Background: an optimization exercise with open tools, aiming at a short achievable clock period and few clock cycles. Do not read the settings as production practice. In this exercise RTL edits were held to simulation tests only and were not proved equivalent to the original. Power figures rest on the tool's default switching activity, not on a simulated workload.

==> flow/design.v <==
module avion_cpu #(
    parameter ADDRESS_WIDTH = 6,
    parameter DATA_WIDTH = 10
)(
    input clk,
    input rst,
    output reg [DATA_WIDTH-1:0] MDRIn,
    output reg RAMWr,
    output reg [ADDRESS_WIDTH-1:0] MAR,
    input [DATA_WIDTH-1:0] MDROut,
    output reg [5:0] PC,
    output reg halted
);
localparam OP_LOD = 4'd0, OP_STO = 4'd1, OP_ADD = 4'd2, OP_SUB = 4'd3,
           OP_MUL = 4'd4, OP_DIV = 4'd5, OP_JMP = 4'd6, OP_JMZ = 4'd7,
           OP_NOP = 4'd8, OP_HLT = 4'd9;
function is_dop(input [3:0] o);    
    is_dop = (o == OP_LOD) | (o == OP_ADD) | (o == OP_SUB) | (o == OP_MUL) | (o == OP_DIV);
endfunction
function is_las(input [3:0] o);    
    is_las = (o == OP_LOD) | (o == OP_ADD) | (o == OP_SUB);
endfunction
reg [9:0]  cd [0:63];    
reg [63:0] cv;           
reg [63:0] rq;           
reg [5:0] fpc;           
reg [5:0] fpc1, fpc2;    
reg [63:0] foh;          
reg [9:0] acc;
reg       s2v;           
reg [5:0] a0, a1;        
reg [63:0] oh0, oh1;     
reg       u0, u1;        
reg       cb;            
reg [1:0] ct0, ct1;      
reg       cwe;           
reg       cst;           
reg       csr;           
reg       csl;           
reg [5:0] csa;           
reg       cb1;           
reg [1:0] cjz;           
reg [5:0] cja;           
reg       cmul, cdiv, chlt;
reg       cmd1;          
reg       clod0;         
reg       rdv;           
reg       rdk;           
reg       flv;           
reg       flk;
reg [5:0] fla;
reg       oqv0, oqv1;    
reg [5:0] oqa0, oqa1;
reg [5:0] pp;            
reg        mdb;          
reg [9:0]  opr;
reg        dnrm;         
reg [10:0] dr;           
reg [10:0] ds;           
reg [9:0]  dqq;          
reg [2:0]  dn;           
function [63:0] dec6(input [5:0] x);
    begin
        dec6 = 64'd0;
        dec6[x] = 1'b1;
    end
endfunction
function [9:0] ks_add(input [9:0] a, input [9:0] b, input ci);
    reg [9:0] g, p, gg, pp_;
    integer d, b_;
    begin
        g = a & b; p = a ^ b;
        g[0] = g[0] | (p[0] & ci);
        gg = g; pp_ = p;
        for (d = 1; d < 10; d = d * 2)
            for (b_ = 9; b_ >= d; b_ = b_ - 1) begin
                gg[b_]  = gg[b_] | (pp_[b_] & gg[b_ - d]);
                pp_[b_] = pp_[b_] & pp_[b_ - d];
            end
        ks_add = p ^ {gg[8:0], ci};
    end
endfunction
reg [9:0] w0, w1, w2, w3, e0r, e1r;
reg       cf0, cf1, cf2, cf3, cva0, cva1;
integer i;
always @(*) begin
    w0 = 10'd0; w1 = 10'd0; w2 = 10'd0; w3 = 10'd0; e0r = 10'd0; e1r = 10'd0;
    cf0 = 1'b0; cf1 = 1'b0; cf2 = 1'b0; cf3 = 1'b0; cva0 = 1'b0; cva1 = 1'b0;
    for (i = 0; i < 64; i = i + 1) begin
        w0  = w0  | (cd[i] & {10{foh[i]}});
        w1  = w1  | (cd[(i + 1) & 63] & {10{foh[i]}});
        w2  = w2  | (cd[(i + 2) & 63] & {10{foh[i]}});
        w3  = w3  | (cd[(i + 3) & 63] & {10{foh[i]}});
        e0r = e0r | (cd[i] & {10{oh0[i]}});
        e1r = e1r | (cd[i] & {10{oh1[i]}});
        cf0  = cf0  | (cv[i] & foh[i]);
        cf1  = cf1  | (cv[(i + 1) & 63] & foh[i]);
        cf2  = cf2  | (cv[(i + 2) & 63] & foh[i]);
        cf3  = cf3  | (cv[(i + 3) & 63] & foh[i]);
        cva0 = cva0 | (cv[i] & oh0[i]);
        cva1 = cva1 | (cv[i] & oh1[i]);
    end
end
wire       run = s2v & ~halted;
wire       pb0 = RAMWr & (MAR == a0);
wire       pb1 = RAMWr & (MAR == a1);
wire [9:0] e0  = pb0 ? MDRIn : e0r;
wire [9:0] e1  = cb1 ? acc : pb1 ? MDRIn : e1r;
wire       m0  = run & u0 & ~cva0 & ~mdb;
wire       m1  = run & u1 & ~cva1;
wire       s2_miss = m0 | m1;
wire [9:0] t0  = ct0[0] ? e0 : ct0[1] ? ~e0 : 10'd0;
wire [9:0] t1  = ct1[0] ? e1 : ct1[1] ? ~e1 : 10'd0;
wire [9:0] xb  = cb ? acc : 10'd0;
wire [9:0] cs  = xb ^ t0 ^ t1;
wire [9:0] cc  = {(xb[8:0] & t0[8:0]) | (xb[8:0] & t1[8:0]) | (t0[8:0] & t1[8:0]), ct0[1]};
wire [9:0] sum = ks_add(cs, cc, ct1[1]);
wire [9:0] mo  = cmd1 ? e1 : e0;                      
wire [9:0] mb  = (cmd1 & clod0) ? e0 : acc;           
wire       dz  = (mo == 10'd0);
wire       ge1 = (mb >= mo);
wire       ge2 = ({1'b0, mb} >= {mo, 1'b0});
wire       dfast = dz | ~ge2;
function [3:0] msb10(input [9:0] x);
    integer b;
    begin
        msb10 = 4'd0;
        for (b = 1; b < 10; b = b + 1) if (x[b]) msb10 = b[3:0];
    end
endfunction
wire [3:0] kd  = msb10(dr[9:0]) - msb10(opr);             
wire [2:0] kc  = kd[3:1];                                 
wire [3:0] ksh = {kc, 1'b1};                              
reg [10:0] x1, x2, y1;
reg [9:0]  q3;
always @(*) begin
    q3 = {dqq[7:0], 2'b00};
    x1 = dr;
    if (x1 >= ds) begin x1 = x1 - ds; q3[1] = 1'b1; end
    y1 = {1'b0, ds[10:1]};
    x2 = x1;
    if (x2 >= y1) begin x2 = x2 - y1; q3[0] = 1'b1; end
end
wire md_first = run & (cmul | cdiv) & ~mdb & ~s2_miss;
wire md_start = md_first & (cmul | ~dfast);
wire md_done  = mdb & (cmul | (~dnrm & (dn == 3'd0)));
wire s2_busy  = s2_miss | md_start | (mdb & ~md_done);
wire s2_go    = run & ~s2_busy;
wire sto_ex   = run & cst & ~s2_miss & (csl ? mdb : ~mdb);
wire [9:0] prod = acc * opr;
wire [9:0] stv = csl ? prod : csr ? sum : acc;
wire jmz_tk = s2_go & (cjz[0] ? (acc == 10'd0) : cjz[1] ? (e0 == 10'd0) : 1'b0);
wire hlt2   = run & chlt;
wire       k0    = (sto_ex & (csa == fpc))  | (RAMWr & (MAR == fpc));
wire       k1    = (sto_ex & (csa == fpc1)) | (RAMWr & (MAR == fpc1));
wire       k2    = (sto_ex & (csa == fpc2)) | (RAMWr & (MAR == fpc2));
wire [5:0] fpc3  = fpc2 + 6'd1;
wire       k3    = (sto_ex & (csa == fpc3)) | (RAMWr & (MAR == fpc3));
wire       h0    = ~k0 & cf0;
wire       h1    = ~k1 & cf1;
wire       h2    = ~k2 & cf2;
wire       h3    = ~k3 & cf3;
wire [3:0] f0    = w0[9:6];
wire [3:0] f1    = w1[9:6];
wire [3:0] f2    = w2[9:6];
wire [3:0] f3    = w3[9:6];
wire       j0    = (f0 == OP_JMP);
wire       st0   = (f0 == OP_STO);
wire       st1   = (f1 == OP_STO);
wire       n0    = (f0 == OP_NOP);
wire       hit1  = st0 & (w0[5:0] == fpc1);            
wire       pchain = (is_las(f0) | st0 | n0) & is_las(f1);
wire       pstore = (is_las(f0) | n0) & st1;
wire       pjmz   = ((f0 == OP_LOD) | st0) & (f1 == OP_JMZ);
wire       pnop   = (f1 == OP_NOP) & ~j0 & (f0 != OP_JMZ) & (f0 != OP_HLT);
wire       pmul   = (is_las(f0) | st0 | n0) & (f1 == OP_MUL);
wire       pdiv   = ((f0 == OP_LOD) | st0 | n0) & (f1 == OP_DIV);
wire       pmst   = (f0 == OP_MUL) & st1;
wire       pair  = h1 & ~hit1 & (pchain | pstore | pjmz | pnop | pmul | pdiv | pmst);
wire       triple = pair & pchain & ~st0 & h2 & (f2 == OP_STO);
wire       fold1 = ~pair & h1 & (f1 == OP_JMP) & (f0 != OP_HLT) & ~hit1;
wire       fold2 = pair & ~triple & h2 & (f2 == OP_JMP) & ~(st0 & (w0[5:0] == fpc2)) &
                   ~(st1 & (w1[5:0] == fpc2));
wire       fold3 = triple & h3 & (f3 == OP_JMP) & (w2[5:0] != fpc3);
wire       hlt1  = h0 & (f0 == OP_HLT) & ~(run & (cst | (cjz != 2'd0)));
wire       halt_now = ~halted & (hlt2 | hlt1);
reg        nu0, nu1, ncb, ncwe, ncst, ncsr, ncsl, ncb1;
reg  [1:0] nct0, nct1, ncjz;
reg  [5:0] ncsa, ncja;
always @(*) begin
    nu0 = is_dop(f0); nu1 = 1'b0;
    ncb = (f0 != OP_LOD); nct0 = (f0 == OP_ADD) ? 2'b01 : (f0 == OP_SUB) ? 2'b10 :
                                 (f0 == OP_LOD) ? 2'b01 : 2'b00;
    nct1 = 2'b00; ncwe = is_las(f0);
    ncst = st0; ncsr = 1'b0; ncsl = 1'b0; ncsa = w0[5:0]; ncb1 = 1'b0;
    ncjz = (f0 == OP_JMZ) ? 2'b01 : 2'b00; ncja = w0[5:0];
    if (pair) begin
        if ((f1 == OP_MUL) | (f1 == OP_DIV)) begin
            ncb1 = st0 & (w1[5:0] == w0[5:0]);
            nu1 = ~ncb1;
        end
        if (is_las(f1)) begin
            ncwe = 1'b1;
            ncb1 = st0 & (w1[5:0] == w0[5:0]);
            nu1 = ~ncb1;
            if (f1 == OP_LOD) begin ncb = 1'b0; nct0 = 2'b00; nct1 = 2'b01; end
            else nct1 = (f1 == OP_ADD) ? 2'b01 : 2'b10;
        end
        if (st1) begin ncst = 1'b1; ncsr = 1'b1; ncsl = (f0 == OP_MUL); ncsa = w1[5:0]; end
        if (f1 == OP_JMZ) begin ncjz = st0 ? 2'b01 : 2'b10; ncja = w1[5:0]; end
        if (triple) begin ncst = 1'b1; ncsr = 1'b1; ncsa = w2[5:0]; end
    end
end
wire [63:0] need = ~(cv | rq);
wire        d2   = m0 ? ~rq[a0] : (m1 & ~rq[a1]);
wire [5:0]  d2a  = m0 ? a0 : a1;
wire        d1   = ~halted & ~h0 & ~k0 & ~cf0 & ~rq[fpc];
wire        o1   = oqv0 & need[oqa0];
wire        p1   = need[pp];
wire [5:0]  pp1  = pp + 6'd1;
wire        p2   = need[pp1];
wire        push = flv & flk & is_dop(MDROut[9:6]);
wire        pop  = oqv0 & ~(d2 | d1 | sto_ex);    
always @(posedge clk) begin
    if (flv && !cv[fla]) cd[fla] <= MDROut;
    if (RAMWr) cd[MAR] <= MDRIn;
end
reg rsd;                 
always @(posedge clk) rsd <= rst;
always @(posedge clk) begin
    if (rst) begin
        cv <= 64'd0;
        fpc <= 6'd0; fpc1 <= 6'd1; fpc2 <= 6'd2; foh <= 64'd1; oh0 <= 64'd0; oh1 <= 64'd0; s2v <= 1'b0; acc <= 10'd0;
        a0 <= 6'd0; a1 <= 6'd0; u0 <= 1'b0; u1 <= 1'b0; cb <= 1'b0; ct0 <= 2'd0; ct1 <= 2'd0;
        cwe <= 1'b0; cst <= 1'b0; csr <= 1'b0; csl <= 1'b0; csa <= 6'd0; cb1 <= 1'b0; cjz <= 2'd0; cja <= 6'd0;
        cmul <= 1'b0; cdiv <= 1'b0; chlt <= 1'b0; cmd1 <= 1'b0; clod0 <= 1'b0;
        RAMWr <= 1'b0; MDRIn <= 10'd0;
        rdv <= 1'b1; rdk <= 1'b1; fla <= 6'd0; flk <= 1'b1;
        oqv0 <= 1'b0; oqv1 <= 1'b0; oqa0 <= 6'd0; oqa1 <= 6'd0;
        if (MAR == 6'd0 && !rsd) begin
            flv <= 1'b1; MAR <= 6'd1; rq <= 64'd3; pp <= 6'd2;
        end else begin
            flv <= (MAR == 6'd0); MAR <= 6'd0; rq <= 64'd1; pp <= 6'd1;
        end
        halted <= 1'b0; PC <= 6'd0;
        mdb <= 1'b0; opr <= 10'd0; dnrm <= 1'b0; dr <= 11'd0; ds <= 11'd0; dqq <= 10'd0; dn <= 3'd0;
    end else begin
        flv <= rdv; fla <= MAR; flk <= rdk;
        if (flv && !cv[fla]) cv[fla] <= 1'b1;
        if (pop) begin
            if (push && oqv1) begin oqa0 <= oqa1; oqa1 <= MDROut[5:0]; end
            else if (push) begin oqa0 <= MDROut[5:0]; oqv1 <= 1'b0; end
            else begin oqv0 <= oqv1; oqa0 <= oqa1; oqv1 <= 1'b0; end
        end else if (push) begin
            if (!oqv0) begin oqv0 <= 1'b1; oqa0 <= MDROut[5:0]; end
            else begin oqv1 <= 1'b1; oqa1 <= MDROut[5:0]; end
        end
        RAMWr <= 1'b0; rdv <= 1'b0; rdk <= 1'b0;
        if (sto_ex) begin
            cv[csa] <= 1'b1; rq[csa] <= 1'b1;
            MAR <= csa; RAMWr <= 1'b1; MDRIn <= stv;
        end else if (d2) begin
            MAR <= d2a; rdv <= 1'b1; rq[d2a] <= 1'b1;
        end else if (d1) begin
            MAR <= fpc; rdv <= 1'b1; rdk <= 1'b1; rq[fpc] <= 1'b1; pp <= fpc1;
        end else if (o1) begin
            MAR <= oqa0; rdv <= 1'b1; rq[oqa0] <= 1'b1;
        end else if (p1) begin
            MAR <= pp; rdv <= 1'b1; rdk <= 1'b1; rq[pp] <= 1'b1; pp <= pp1;
        end else if (p2) begin
            MAR <= pp1; rdv <= 1'b1; rdk <= 1'b1; rq[pp1] <= 1'b1; pp <= pp + 6'd2;
        end else begin
            pp <= pp + 6'd2;
        end
        if (halted || halt_now) begin MAR <= 6'd0; rdv <= 1'b0; end
        if (s2_go) begin
            if (cmul)      acc <= prod;
            else if (cdiv) acc <= mdb ? q3 : {9'd0, ge1 & ~dz};
            else if (cwe)  acc <= sum;
        end else if (md_start && cwe) begin
            acc <= sum;                                   
        end
        if (halt_now) begin halted <= 1'b1; PC <= hlt2 ? fpc : fpc1; end
        if (md_start) begin
            mdb <= 1'b1; opr <= mo; dr <= {1'b0, mb}; dnrm <= 1'b1;
        end else if (md_done) begin
            mdb <= 1'b0;
        end else if (mdb && dnrm) begin
            dnrm <= 1'b0; ds <= {1'b0, opr} << ksh; dqq <= 10'd0; dn <= kc;
        end else if (mdb) begin
            dr <= x2; ds <= {2'b00, ds[10:2]}; dqq <= q3; dn <= dn - 3'd1;
        end
        if (!s2_busy && !halted) begin
            if (jmz_tk) begin
                fpc <= cja; fpc1 <= cja + 6'd1; fpc2 <= cja + 6'd2; foh <= dec6(cja); s2v <= 1'b0;
            end else if (h0 && !hlt2 && !j0) begin
                fpc  <= fold1 ? w1[5:0] : fold2 ? w2[5:0] : fold3 ? w3[5:0] :
                        triple ? fpc3 : pair ? fpc2 : fpc1;
                fpc1 <= fold1 ? w1[5:0] + 6'd1 : fold2 ? w2[5:0] + 6'd1 : fold3 ? w3[5:0] + 6'd1 :
                        triple ? fpc2 + 6'd2 : pair ? fpc2 + 6'd1 : fpc2;
                fpc2 <= fold1 ? w1[5:0] + 6'd2 : fold2 ? w2[5:0] + 6'd2 : fold3 ? w3[5:0] + 6'd2 :
                        triple ? fpc2 + 6'd3 : pair ? fpc2 + 6'd2 : fpc2 + 6'd1;
                foh  <= fold1 ? dec6(w1[5:0]) : fold2 ? dec6(w2[5:0]) : fold3 ? dec6(w3[5:0]) :
                        triple ? {foh[60:0], foh[63:61]} :
                        pair ? {foh[61:0], foh[63:62]} : {foh[62:0], foh[63]};
                oh0 <= dec6(w0[5:0]); oh1 <= dec6(w1[5:0]);
                s2v <= 1'b1;
                a0 <= w0[5:0]; a1 <= w1[5:0]; u0 <= nu0; u1 <= nu1;
                cb <= ncb; ct0 <= nct0; ct1 <= nct1; cwe <= ncwe;
                cst <= ncst; csr <= ncsr; csl <= ncsl; csa <= ncsa; cb1 <= ncb1; cjz <= ncjz; cja <= ncja;
                cmul <= (f0 == OP_MUL) | (pair & (f1 == OP_MUL));
                cdiv <= (f0 == OP_DIV) | (pair & (f1 == OP_DIV));
                cmd1 <= pair & ((f1 == OP_MUL) | (f1 == OP_DIV));
                clod0 <= (f0 == OP_LOD);
                chlt <= (f0 == OP_HLT);
            end else if (h0 && !hlt2 && j0) begin
                fpc <= w0[5:0]; fpc1 <= w0[5:0] + 6'd1; fpc2 <= w0[5:0] + 6'd2; foh <= dec6(w0[5:0]);
                s2v <= 1'b0;
            end else begin
                s2v <= 1'b0;
            end
        end
    end
end
endmodule
==> flow/flow/run.sh <==
#!/bin/bash
set -euo pipefail
bash standard.sh SETUP_SLACK_MARGIN=${MARGIN:-14.5} finish > standard_flow.log 2>&1
==> flow/standard.sh <==
#!/bin/bash
# synth_recipe.tcl (not shown) runs the flow's synth.tcl, then flattens the netlist and writes it again
# the make line also repeats each setting of config.mk as NAME=value (left out here)
make -C /OpenROAD-flow-scripts/flow DESIGN_CONFIG=/design/flow/config.mk WORK_HOME=/design/flow/orfs CLKGATE_MAP_FILE= SYNTH_SCRIPT=/design/flow/synth_recipe.tcl "${@:-finish}"
==> flow/config.mk <==
export PLATFORM = sky130hd
export DESIGN_NAME = avion_cpu
export DESIGN_NICKNAME = avion_cpu
export VERILOG_FILES = /design/flow/design.v
export SDC_FILE = /design/flow/constraint.sdc
export NUM_CORES = 4
export LEC_CHECK = 0
export CAP_MARGIN = 20
export CORE_MARGIN = 2
export CORE_UTILIZATION = 40
export SLEW_MARGIN = 20
==> flow/constraint.sdc <==
create_clock -name core_clock -period 20.0 [get_ports {clk}]
set_input_delay 4.0000 -clock core_clock [delete_from_list [all_inputs] [get_ports {clk}]]
set_output_delay 4.0000 -clock core_clock [all_outputs]
set_load 0.01 [all_outputs]
==> impl_metrics.prom, run 1 <==
# TYPE chip_impl_metric gauge
chip_impl_metric{name="synth.avg_cell_area",unit="sq um"} 8.89
chip_impl_info{name="clk_root_buffer_cell",value="sky130_fd_sc_hd__clkbuf_16"} 1
chip_impl_metric{name="ys_warn_count",unit=""} 1
chip_impl_info{name="combinational_family_with_the_most_area_after_synthesis",value="compound AO/OA/AOI/OAI gates"} 1
chip_impl_metric{name="cts.hold.buffers_added",unit=""} 0
chip_impl_metric{name="postSynthRegisterBits",unit=""} 1132
chip_impl_metric{name="wire_length_of_the_first_global_routing_pass",unit="microns"} 1340000
chip_impl_metric{name="grt_start_max_net_pins",unit=""} 217
chip_impl_info{name="outcome",value="aborted with a tool error"} 1
chip_impl_metric{name="post_synth_instance_area",unit="sq mm"} 0.0938
chip_impl_metric{name="cts.path.max_buffers",unit=""} 3
chip_impl_metric{name="htree_num_levels",unit=""} 4
chip_impl_metric{name="std_cell_rows",unit=""} 177
chip_impl_metric{name="yosys.area_share.simple",unit="%"} 15.3
chip_impl_info{name="synthFlopType",value="sky130_fd_sc_hd__edfxtp_1"} 1
chip_impl_metric{name="port-buffer-count",unit=""} 35
chip_impl_metric{name="pre_cts_ws",unit="ns"} 9.97
chip_impl_metric{name="seq_area_frac_synth",unit="%"} 31.8
chip_impl_metric{name="initial_core_util",unit="%"} 40.3
chip_impl_info{name="failed_stage",value="global routing (5_1_grt)"} 1
chip_impl_metric{name="via_count_of_the_first_global_routing_pass",unit=""} 131119
chip_impl_metric{name="synthDistinctLibCells",unit=""} 102
chip_impl_metric{name="globalRoute.totalOverflow",unit=""} 404
chip_impl_metric{name="post_synth_mux_area_share",unit="%"} 11.1
chip_impl_metric{name="synth_enable_flop_cells",unit=""} 716
chip_impl_metric{name="synth_compound_gate_area_share",unit="%"} 30.6
chip_impl_metric{name="dieWidth",unit="microns"} 488
chip_impl_metric{name="die_height",unit="microns"} 488
chip_impl_metric{name="gpl.final_weighted_congestion",unit=""} 1.30
chip_impl_metric{name="cts-buffers-inserted",unit=""} 144
chip_impl_metric{name="synth-xor-area-share",unit="%"} 2.33
chip_impl_metric{name="post_synth_fa_ha_maj_area_fraction",unit="%"} 2.68
chip_impl_metric{name="ios",unit=""} 36
chip_impl_metric{name="postSynthNetCount",unit=""} 10745
chip_impl_metric{name="gate_count_post_synth",unit=""} 10554
chip_impl_metric{name="clock_sink_count",unit=""} 1132
chip_impl_metric{name="detailed_place_hpwl",unit="microns"} 592000
chip_impl_metric{name="global_route.usage.total",unit="%"} 81.5
chip_impl_metric{name="postSynth.asyncResetShare",unit="%"} 0
chip_impl_info{name="run.stop_error",value="[ERROR GRT-0116] Global routing finished with congestion. Check the congestion regions in the DRC Viewer."} 1
-- stage by stage --
| stage | area, sq um | hold WS, ns | utilization, % | cells | power (W) |
|---|---|---|---|---|---|
| after floorplan | 93800 | 0.389 | - | 10554 | 0.00610 |
| after global placement | 98300 | 0.397 | 42.2 | 13092 | 0.00861 |
| after detailed placement | 98300 | 0.405 | 42.2 | 13093 | 0.00860 |
| after CTS | 114000 | 0.423 | 49.1 | 13941 | 0.0122 |
-- cells by family after synthesis --
family / after synthesis
mux: 810
compound gates: 3796
buf+inv: 1385
flops: 1132
fa+ha+maj: 179
simple gates: 3002
xor+xnor: 250
-- how the worst max path moves through the flow --
stage	end	slack, ns	cells after the start
detailed placement	oh0[43]	9.97	20
global placement	oh1[18]	9.64	20
CTS	oh1[32]	14.11	27
floorplan	MAR[0]	12.52	5
-- Yosys cell counts, types with 336 or more instances --
cell / count / area (sq um)
sky130_fd_sc_hd__a21oi_1: 460 / 2300
sky130_fd_sc_hd__a221oi_1: 900 / 7880
sky130_fd_sc_hd__a22o_1: 799 / 7000
sky130_fd_sc_hd__a22oi_1: 513 / 3850
sky130_fd_sc_hd__clkbuf_1: 816 / 3060
sky130_fd_sc_hd__dfxtp_1: 416 / 8330
sky130_fd_sc_hd__edfxtp_1: 716 / 21500
sky130_fd_sc_hd__mux2_2: 606 / 6820
sky130_fd_sc_hd__nand2_1: 904 / 3390
sky130_fd_sc_hd__nand4_1: 342 / 2140
sky130_fd_sc_hd__nor2_1: 765 / 2870
sky130_fd_sc_hd__nor3_1: 336 / 1680
sky130_fd_sc_hd__o21ai_0: 364 / 1820
-- timing repair --
item,4_1_cts
hold endpoints to repair,0
setup buffers,486
resized for setup,1218
gates cloned,95
pin swaps,268
endpoints found under the setup margin,428
-- layer usage --
layer | overflow | global-route usage (%)
met5 | 9 | 54.8
met4 | 156 | 75.3
met3 | 33 | 72.6
met2 | 160 | 91.1
met1 | 46 | 83.8
-- power groups by stage --
stage	combinational, W	sequential [W]	clock, W
after CTS	0.00638	0.00304	0.00278
after detailed placement	0.00549	0.00310	0
after global placement	0.00550	0.00311	0
after floorplan	0.00330	0.00280	0
Testbench counts, summed over its fixed seeds: cycles 20,942.
==> run 2: changes to the inputs <==
--- a/flow/design.v
+++ b/flow/design.v
@@ -80,6 +80,22 @@
         ks_add = p ^ {gg[8:0], ci};
     end
 endfunction
+function [11:0] ks_sub11(input [10:0] a, input [10:0] b);
+    reg [10:0] g, p, gg, pp_, bn;
+    integer d, b_;
+    begin
+        bn = ~b;
+        g = a & bn; p = a ^ bn;
+        g[0] = g[0] | p[0];
+        gg = g; pp_ = p;
+        for (d = 1; d < 11; d = d * 2)
+            for (b_ = 10; b_ >= d; b_ = b_ - 1) begin
+                gg[b_]  = gg[b_] | (pp_[b_] & gg[b_ - d]);
+                pp_[b_] = pp_[b_] & pp_[b_ - d];
+            end
+        ks_sub11 = {gg[10], p ^ {gg[9:0], 1'b1}};
+    end
+endfunction
 reg [9:0] w0, w1, w2, w3, e0r, e1r;
 reg       cf0, cf1, cf2, cf3, cva0, cva1;
 integer i;
@@ -118,8 +134,10 @@
 wire [9:0] mo  = cmd1 ? e1 : e0;                      
 wire [9:0] mb  = (cmd1 & clod0) ? e0 : acc;           
 wire       dz  = (mo == 10'd0);
-wire       ge1 = (mb >= mo);
-wire       ge2 = ({1'b0, mb} >= {mo, 1'b0});
+wire [11:0] cg1 = ks_sub11({1'b0, mb}, {1'b0, mo});
+wire [11:0] cg2 = ks_sub11({1'b0, mb}, {mo, 1'b0});
+wire       ge1 = cg1[11];
+wire       ge2 = cg2[11];
 wire       dfast = dz | ~ge2;
 function [3:0] msb10(input [9:0] x);
     integer b;
@@ -132,14 +150,17 @@
 wire [2:0] kc  = kd[3:1];                                 
 wire [3:0] ksh = {kc, 1'b1};                              
 reg [10:0] x1, x2, y1;
+reg [11:0] sb1, sb2;
 reg [9:0]  q3;
 always @(*) begin
     q3 = {dqq[7:0], 2'b00};
-    x1 = dr;
-    if (x1 >= ds) begin x1 = x1 - ds; q3[1] = 1'b1; end
+    sb1 = ks_sub11(dr, ds);
+    q3[1] = sb1[11];
+    x1 = sb1[11] ? sb1[10:0] : dr;
     y1 = {1'b0, ds[10:1]};
-    x2 = x1;
-    if (x2 >= y1) begin x2 = x2 - y1; q3[0] = 1'b1; end
+    sb2 = ks_sub11(x1, y1);
+    q3[0] = sb2[11];
+    x2 = sb2[11] ? sb2[10:0] : x1;
 end
 wire md_first = run & (cmul | cdiv) & ~mdb & ~s2_miss;
 wire md_start = md_first & (cmul | ~dfast);
==> flow/flow/run.sh (replaced) <==
#!/bin/bash
set -euo pipefail
bash standard.sh ADDER_MAP_FILE= SETUP_SLACK_MARGIN=${MARGIN:-14.5} finish > standard_flow.log 2>&1
--- a/flow/config.mk
+++ b/flow/config.mk
@@ -7,5 +7,6 @@
 export LEC_CHECK = 0
 export CAP_MARGIN = 20
 export CORE_MARGIN = 2
-export CORE_UTILIZATION = 40
+export CORE_UTILIZATION = 30
+export PLACE_DENSITY = 0.45
 export SLEW_MARGIN = 20
==> run 2 against run 1 <==
  * The flow again stops in global routing (5_1_grt)
  * Synthesized cell count decreased by 0.48%
  * Synthesized area decreased by 1.6%
==> impl_metrics.prom, run 2 <==
# TYPE chip_impl_metric gauge
chip_impl_metric{name="synth_enable_flop_cells",unit=""} 716
chip_impl_metric{name="pre_cts_ws",unit="ns"} 12.13
chip_impl_metric{name="synth.top_cell.area_share",unit="%"} 23.3
chip_impl_metric{name="synthDistinctLibCells",unit=""} 93
chip_impl_metric{name="detailed_place_hpwl",unit="microns"} 617000
chip_impl_metric{name="seq_area_frac_synth",unit="%"} 32.3
chip_impl_metric{name="globalRoute.totalOverflow",unit=""} 2
chip_impl_metric{name="port-buffer-count",unit=""} 35
chip_impl_metric{name="dieWidth",unit="microns"} 559
chip_impl_metric{name="postSynthNetCount",unit=""} 10515
chip_impl_metric{name="cts.path.max_buffers",unit=""} 4
chip_impl_metric{name="post_synth_instance_area",unit="sq mm"} 0.0923
chip_impl_metric{name="grt_start_max_net_pins",unit=""} 182
chip_impl_info{name="synthFlopType",value="sky130_fd_sc_hd__edfxtp_1"} 1
chip_impl_metric{name="clock_sink_count",unit=""} 1132
chip_impl_metric{name="cts.hold.buffers_added",unit=""} 0
chip_impl_info{name="synth_top_cells_by_count",value="1047 x sky130_fd_sc_hd__clkbuf_1, 970 x sky130_fd_sc_hd__a221oi_1, 967 x sky130_fd_sc_hd__nand2_1"} 1
chip_impl_metric{name="cts-buffers-inserted",unit=""} 157
chip_impl_info{name="run.stop_error",value="[ERROR GRT-0232] Routing congestion too high. Check the congestion heatmap in the GUI."} 1
chip_impl_metric{name="initial_core_util",unit="%"} 30.2
chip_impl_info{name="yosysMostFrequentCell",value="sky130_fd_sc_hd__clkbuf_1"} 1
chip_impl_metric{name="htree_num_levels",unit=""} 4
chip_impl_metric{name="ys_warn_count",unit=""} 1
chip_impl_metric{name="synth.avg_cell_area",unit="sq um"} 8.79
chip_impl_metric{name="postSynthRegisterBits",unit=""} 1132
chip_impl_info{name="outcome",value="aborted with a tool error"} 1
chip_impl_metric{name="gpl.final_weighted_congestion",unit=""} 1.21
chip_impl_info{name="clk_root_buffer_cell",value="sky130_fd_sc_hd__clkbuf_16"} 1
chip_impl_metric{name="die_height",unit="microns"} 559
chip_impl_info{name="largest_area_contributor_in_the_synthesized_netlist",value="sky130_fd_sc_hd__edfxtp_1"} 1
chip_impl_metric{name="global_route.usage.total",unit="%"} 65.5
chip_impl_metric{name="std_cell_rows",unit=""} 203
chip_impl_info{name="failed_stage",value="global routing (5_1_grt)"} 1
chip_impl_metric{name="gate_count_post_synth",unit=""} 10503
chip_impl_info{name="synth.area.top_cells",value="sky130_fd_sc_hd__edfxtp_1 23%, sky130_fd_sc_hd__a221oi_1 9.2%, sky130_fd_sc_hd__dfxtp_1 9.0%"} 1
chip_impl_metric{name="postSynth.asyncResetShare",unit="%"} 0
chip_impl_metric{name="ios",unit=""} 36
run 2: cell types whose count changed after synthesis, moves of 70 or more:
cell | before | now
sky130_fd_sc_hd__clkbuf_1 | 816 | 1047
sky130_fd_sc_hd__a22oi_1 | 513 | 303
sky130_fd_sc_hd__buf_2 | 212 | 17
sky130_fd_sc_hd__ha_1 | 143 | 0
sky130_fd_sc_hd__nor3_1 | 336 | 203
sky130_fd_sc_hd__a22o_1 | 799 | 930
sky130_fd_sc_hd__o21ai_0 | 364 | 250
sky130_fd_sc_hd__a21oi_1 | 460 | 569
sky130_fd_sc_hd__inv_1 | 178 | 89
sky130_fd_sc_hd__buf_1 | 117 | 190
sky130_fd_sc_hd__a221oi_1 | 900 | 970
run 2: power groups by stage:
stage / sequential, W / clock [W] / combinational [W]
CTS: 0.00312 / 0.00305 / 0.00837
global placement: 0.00317 / 0 / 0.00760
detailed placement: 0.00317 / 0 / 0.00747
floorplan: 0.00284 / 0 / 0.00419
run 2: logic make-up after synthesis:
kind of cell | count (synthesis) | synth area share (%)
adders and majority gates | 36 | 0.390
muxes | 885 | 12.3
xor gates and xnor gates | 286 | 2.71
and+or+nand+nor | 3069 | 15.9
buffers and inverters | 1354 | 5.54
DFF | 1132 | 32.3
AOI/OAI and AO/OA | 3741 | 30.9
run 2: how the worst max path moves through the flow:
stage,slack [ns],to,cells past startpoint
after global placement,10.83,foh[29],20
after detailed placement,12.13,foh[29],19
after CTS,14.33,oh0[33],17
after floorplan,14.52,rq[0],3
run 2: timing repair:
item,CTS
endpoints found under the hold margin,0
endpoints found under the setup margin,426
gates resized for setup,888
pin swaps,92
setup buffers,299
gates cloned,36
run 2: per-layer routing:
metal,global-route usage (%),GRT overflow
met5,34.5,0
met4,61.6,0
met3,50.9,0
met2,78.2,1
met1,68.1,1
run 2: stage by stage:
stage	instances	total power, W	cell area (sq um)
after detailed placement	14025	0.0106	98900
after floorplan	10503	0.00702	92300
after global placement	14024	0.0108	98800
after CTS	14647	0.0145	111000
Testbench counts of run 2, summed over its fixed seeds: cycles 20,942.
